What follows belongs to an exercise in optimizing a design on an open flow for small area, a short achievable clock period and few clock cycles per item; a production flow would make more cautious choices. Only simulation tests tie the RTL to the original design; equivalence was not proved. No activity file was given, so power comes from the tool's default toggle rates.

==> module restoringDividerFinal, before the edit <==
module restoringDividerFinal (
    input  logic        clk,
    input  logic        rst,
    input  logic        start,
    input  logic        toggle,
    input  logic        push,
    input  logic [15:0] user_input,
    output logic        valid,
    output logic [6:0]  seg,
    output logic [7:0]  an,
    output logic [15:0] quotient,
    output logic [15:0] remainder
);
    function automatic logic [3:0] msb_pos(input logic [15:0] v);
        logic [7:0] v8;
        logic [3:0] v4;
        logic [1:0] v2;
        msb_pos[3] = |v[15:8];
        v8 = msb_pos[3] ? v[15:8] : v[7:0];
        msb_pos[2] = |v8[7:4];
        v4 = msb_pos[2] ? v8[7:4] : v8[3:0];
        msb_pos[1] = |v4[3:2];
        v2 = msb_pos[1] ? v4[3:2] : v4[1:0];
        msb_pos[0] = v2[1];
    endfunction
    logic [15:0] divisor, dividend;
    logic [3:0]  pb, pa;            
    always_ff @(posedge clk or posedge rst) begin
        if (rst) begin
            divisor  <= 16'd0;
            dividend <= 16'd0;
            pb       <= 4'd0;
            pa       <= 4'd0;
        end else if (push) begin
            if (toggle) begin
                divisor <= user_input;
                pb      <= msb_pos(user_input);
            end else begin
                dividend <= user_input;
                pa       <= msb_pos(user_input);
            end
        end
    end
    logic [15:0] rem_reg;           
    logic [15:0] quo_reg;           
    logic        abit;              
    logic [3:0]  count;             
    logic        busy;
    logic [3:0]  m;                 
    logic        zero_q;            
    logic [15:0] init_rem;
    always_comb begin
        logic [4:0]  bw;            
        logic [15:0] sh;
        bw[0] = 1'b0;
        for (int i = 0; i < 4; i++) begin
            m[i]    = pa[i] ^ pb[i] ^ bw[i];
            bw[i+1] = (~pa[i] & pb[i]) | (~(pa[i] ^ pb[i]) & bw[i]);
        end
        zero_q = bw[4] || (divisor == 16'd0);
        sh = {1'b0, dividend[15:1]};
        if (m[0]) sh = {1'b0, sh[15:1]};
        if (m[1]) sh = {2'b0, sh[15:2]};
        if (m[2]) sh = {4'b0, sh[15:4]};
        if (m[3]) sh = {8'b0, sh[15:8]};
        init_rem = zero_q ? dividend : sh;
    end
    logic [16:0] shifted;
    logic [16:0] borrow;            
    logic [15:0] rem_sub;           
    logic        qbit;
    logic [3:0]  next_index;
    always_comb begin
        logic [16:0] g, t;
        shifted = {rem_reg, abit};
        g = ~shifted & {1'b0, divisor};       
        t = ~shifted | {1'b0, divisor};       
        for (int d = 1; d < 17; d = d * 2) begin
            for (int i = 16; i >= d; i--) begin
                g[i] = g[i] | (t[i] & g[i-d]);
                t[i] = t[i] & t[i-d];
            end
        end
        borrow     = {g[15:0], 1'b0};
        qbit       = ~g[16];
        rem_sub    = shifted[15:0] ^ ({16{qbit}} & (divisor ^ borrow[15:0]));
        next_index = busy ? count - 4'd1 : m;
    end
    always_ff @(posedge clk) begin
        if (busy) begin
            rem_reg <= rem_sub;
            quo_reg <= {quo_reg[14:0], qbit};
            count   <= count - 4'd1;
        end else begin
            rem_reg <= init_rem;
            quo_reg <= 16'd0;
            count   <= m;
        end
        abit <= dividend[next_index];
    end
    always_ff @(posedge clk or posedge rst) begin
        if (rst) begin
            busy  <= 1'b0;
            valid <= 1'b0;
        end else if (busy) begin
            busy  <= (count != 4'd0);
            valid <= (count == 4'd0);
        end else begin
            busy  <= start && !zero_q;
            valid <= start && zero_q;
        end
    end
    assign remainder = rem_reg;
    assign quotient  = quo_reg;
    logic [31:0] shown;                 
    logic [3:0]  div_count;             
    logic        phase;
    logic        scan_tick;             
    logic [7:0]  an_next;
    logic [3:0]  digit_next;
    logic [6:0]  seg_next;
    always_comb begin
        logic [3:0] new_digit, old_digit;
        an_next   = scan_tick ? {an[6:0], an[7]} : an;
        new_digit = 4'd0;
        old_digit = 4'd0;
        for (int i = 0; i < 4; i++) begin
            new_digit = new_digit | (remainder[i*4 +: 4] & {4{~an_next[i]}})
                                  | (quotient[i*4 +: 4]  & {4{~an_next[i+4]}});
            old_digit = old_digit | (shown[i*4 +: 4]      & {4{~an_next[i]}})
                                  | (shown[i*4+16 +: 4]   & {4{~an_next[i+4]}});
        end
        digit_next = valid ? new_digit : old_digit;
        case (digit_next)
            4'h0: seg_next = 7'b1000000;
            4'h1: seg_next = 7'b1111001;
            4'h2: seg_next = 7'b0100100;
            4'h3: seg_next = 7'b0110000;
            4'h4: seg_next = 7'b0011001;
            4'h5: seg_next = 7'b0010010;
            4'h6: seg_next = 7'b0000010;
            4'h7: seg_next = 7'b1111000;
            4'h8: seg_next = 7'b0000000;
            4'h9: seg_next = 7'b0011000;
            4'hA: seg_next = 7'b0001000;
            4'hB: seg_next = 7'b0000011;
            4'hC: seg_next = 7'b1000110;
            4'hD: seg_next = 7'b0100001;
            4'hE: seg_next = 7'b0000110;
            default: seg_next = 7'b0001110;
        endcase
    end
    always_ff @(posedge clk or posedge rst) begin
        if (rst) begin
            shown     <= 32'd0;
            div_count <= 4'd0;
            phase     <= 1'b0;
            scan_tick <= 1'b0;
            an        <= 8'b11111110;
            seg       <= 7'b1000000;
        end else begin
            if (valid) shown <= {quotient, remainder};
            if (div_count == 4'd10) begin
                div_count <= 4'd0;
                phase     <= ~phase;
            end else begin
                div_count <= div_count + 4'd1;
            end
            scan_tick <= (div_count == 4'd9) && !phase;
            an  <= an_next;
            seg <= seg_next;
        end
    end
endmodule
clock: 4.0 ns
lec_check: 0
abc_area: 1
cap_margin: 20
core_margin: 2
core_utilization: 60
cts_buf_list: sky130_fd_sc_hd__clkbuf_4 sky130_fd_sc_hd__clkbuf_8
setup_slack_margin: 1.9
slew_margin: 20
standard.sh (not shown) runs the stock make flow with config.mk's settings and CLKGATE_MAP_FILE= SYNTH_SCRIPT=/design/flow/synth_recipe.tcl, a recipe that flattens the netlist after the stock synthesis.
==> flow/flow/run.sh <==
#!/bin/bash
# The standard ORFS flow (standard.sh) with two changes:
#  - synthesis does not extract full/half adder cells (ABC maps that logic)
#  - port buffers are buf_1 cells (the resizer upsizes those that timing needs)
# make's full output goes to flow.log; ORFS keeps each step's log under orfs/logs.
bash standard.sh ADDER_MAP_FILE= "BUFFER_PORTS_ARGS=-buffer_cell sky130_fd_sc_hd__buf_1" finish > flow.log 2>&1
Testbench counts at the start, summed over its fixed seeds: cycles 12,627, items 2,400.
Change:
--- a/flow/design.v
+++ b/flow/design.v
@@ -74,14 +74,16 @@
     always_comb begin
         logic [16:0] g, t;
         shifted = {rem_reg, abit};
         g = ~shifted & {1'b0, divisor};       
         t = ~shifted | {1'b0, divisor};       
-        for (int d = 1; d < 17; d = d * 2) begin
-            for (int i = 16; i >= d; i--) begin
-                g[i] = g[i] | (t[i] & g[i-d]);
-                t[i] = t[i] & t[i-d];
+        for (int l = 0; l < 5; l++) begin
+            for (int i = 0; i < 17; i++) begin
+                if ((i >> l) % 2 == 1) begin
+                    g[i] = g[i] | (t[i] & g[((i >> l) << l) - 1]);
+                    t[i] = t[i] & t[((i >> l) << l) - 1];
+                end
             end
         end
         borrow     = {g[15:0], 1'b0};
         qbit       = ~g[16];
         rem_sub    = shifted[15:0] ^ ({16{qbit}} & (divisor ^ borrow[15:0]));
@@ -111,29 +113,23 @@
             valid <= start && zero_q;
         end
     end
     assign remainder = rem_reg;
     assign quotient  = quo_reg;
-    logic [31:0] shown;                 
+    logic [31:0] shown, shown_next;     
     logic [3:0]  div_count;             
     logic        phase;
     logic        scan_tick;             
     logic [7:0]  an_next;
     logic [3:0]  digit_next;
     logic [6:0]  seg_next;
     always_comb begin
-        logic [3:0] new_digit, old_digit;
-        an_next   = scan_tick ? {an[6:0], an[7]} : an;
-        new_digit = 4'd0;
-        old_digit = 4'd0;
-        for (int i = 0; i < 4; i++) begin
-            new_digit = new_digit | (remainder[i*4 +: 4] & {4{~an_next[i]}})
-                                  | (quotient[i*4 +: 4]  & {4{~an_next[i+4]}});
-            old_digit = old_digit | (shown[i*4 +: 4]      & {4{~an_next[i]}})
-                                  | (shown[i*4+16 +: 4]   & {4{~an_next[i+4]}});
-        end
-        digit_next = valid ? new_digit : old_digit;
+        shown_next = valid ? {quotient, remainder} : shown;
+        an_next    = scan_tick ? {an[6:0], an[7]} : an;
+        digit_next = 4'd0;
+        for (int i = 0; i < 8; i++)
+            digit_next = digit_next | (shown_next[i*4 +: 4] & {4{~an_next[i]}});
         case (digit_next)
             4'h0: seg_next = 7'b1000000;
             4'h1: seg_next = 7'b1111001;
             4'h2: seg_next = 7'b0100100;
             4'h3: seg_next = 7'b0110000;
@@ -158,11 +154,11 @@
             phase     <= 1'b0;
             scan_tick <= 1'b0;
             an        <= 8'b11111110;
             seg       <= 7'b1000000;
         end else begin
-            if (valid) shown <= {quotient, remainder};
+            shown <= shown_next;
             if (div_count == 4'd10) begin
                 div_count <= 4'd0;
                 phase     <= ~phase;
             end else begin
                 div_count <= div_count + 4'd1;
Worst setup slack loses 60 ps.
Final cell count goes down by roughly a tenth.
Clock power goes up by roughly a tenth.
Via count goes down by roughly a tenth.
Synthesized area goes down by a little under a tenth.
Fmax goes down by a few percent.
Sequential power goes down by a few percent.
Critical path depth goes down by 10.
Final area goes down by a few percent.
Testbench counts after the change, summed over its fixed seeds: cycles 12,627, items 2,400.

==> what the ideal ports hide <==
The flow's constraints put no driver on any port. The routed layouts listed below were extracted and timed again, unchanged, in two steps. Step 1, drivers: a clkbuf_16 drives clk and a buf_2 each remaining input, both assumed. Step 2 also shifts input and output timing later by t, the mid clock arrival at the registers, as if the neighbouring blocks saw the same clock. Three values: ideal ports, drivers, drivers and shift; two values: the first two.
| run | t, ns | slack for setup (ns) | cell pins on the clock port's net |
|---|---|---|---|
| the first run | 0.496 | 1.989 / 1.958 / 1.570 | 1 |
| the second run | 0.482 | 1.929 / 1.893 / 1.634 | 1 |
After both steps setup and hold are still met in every run listed. The setup slack of the first run, which loses most, moves by -0.031 ns with the drivers and by -0.419 ns with both steps.
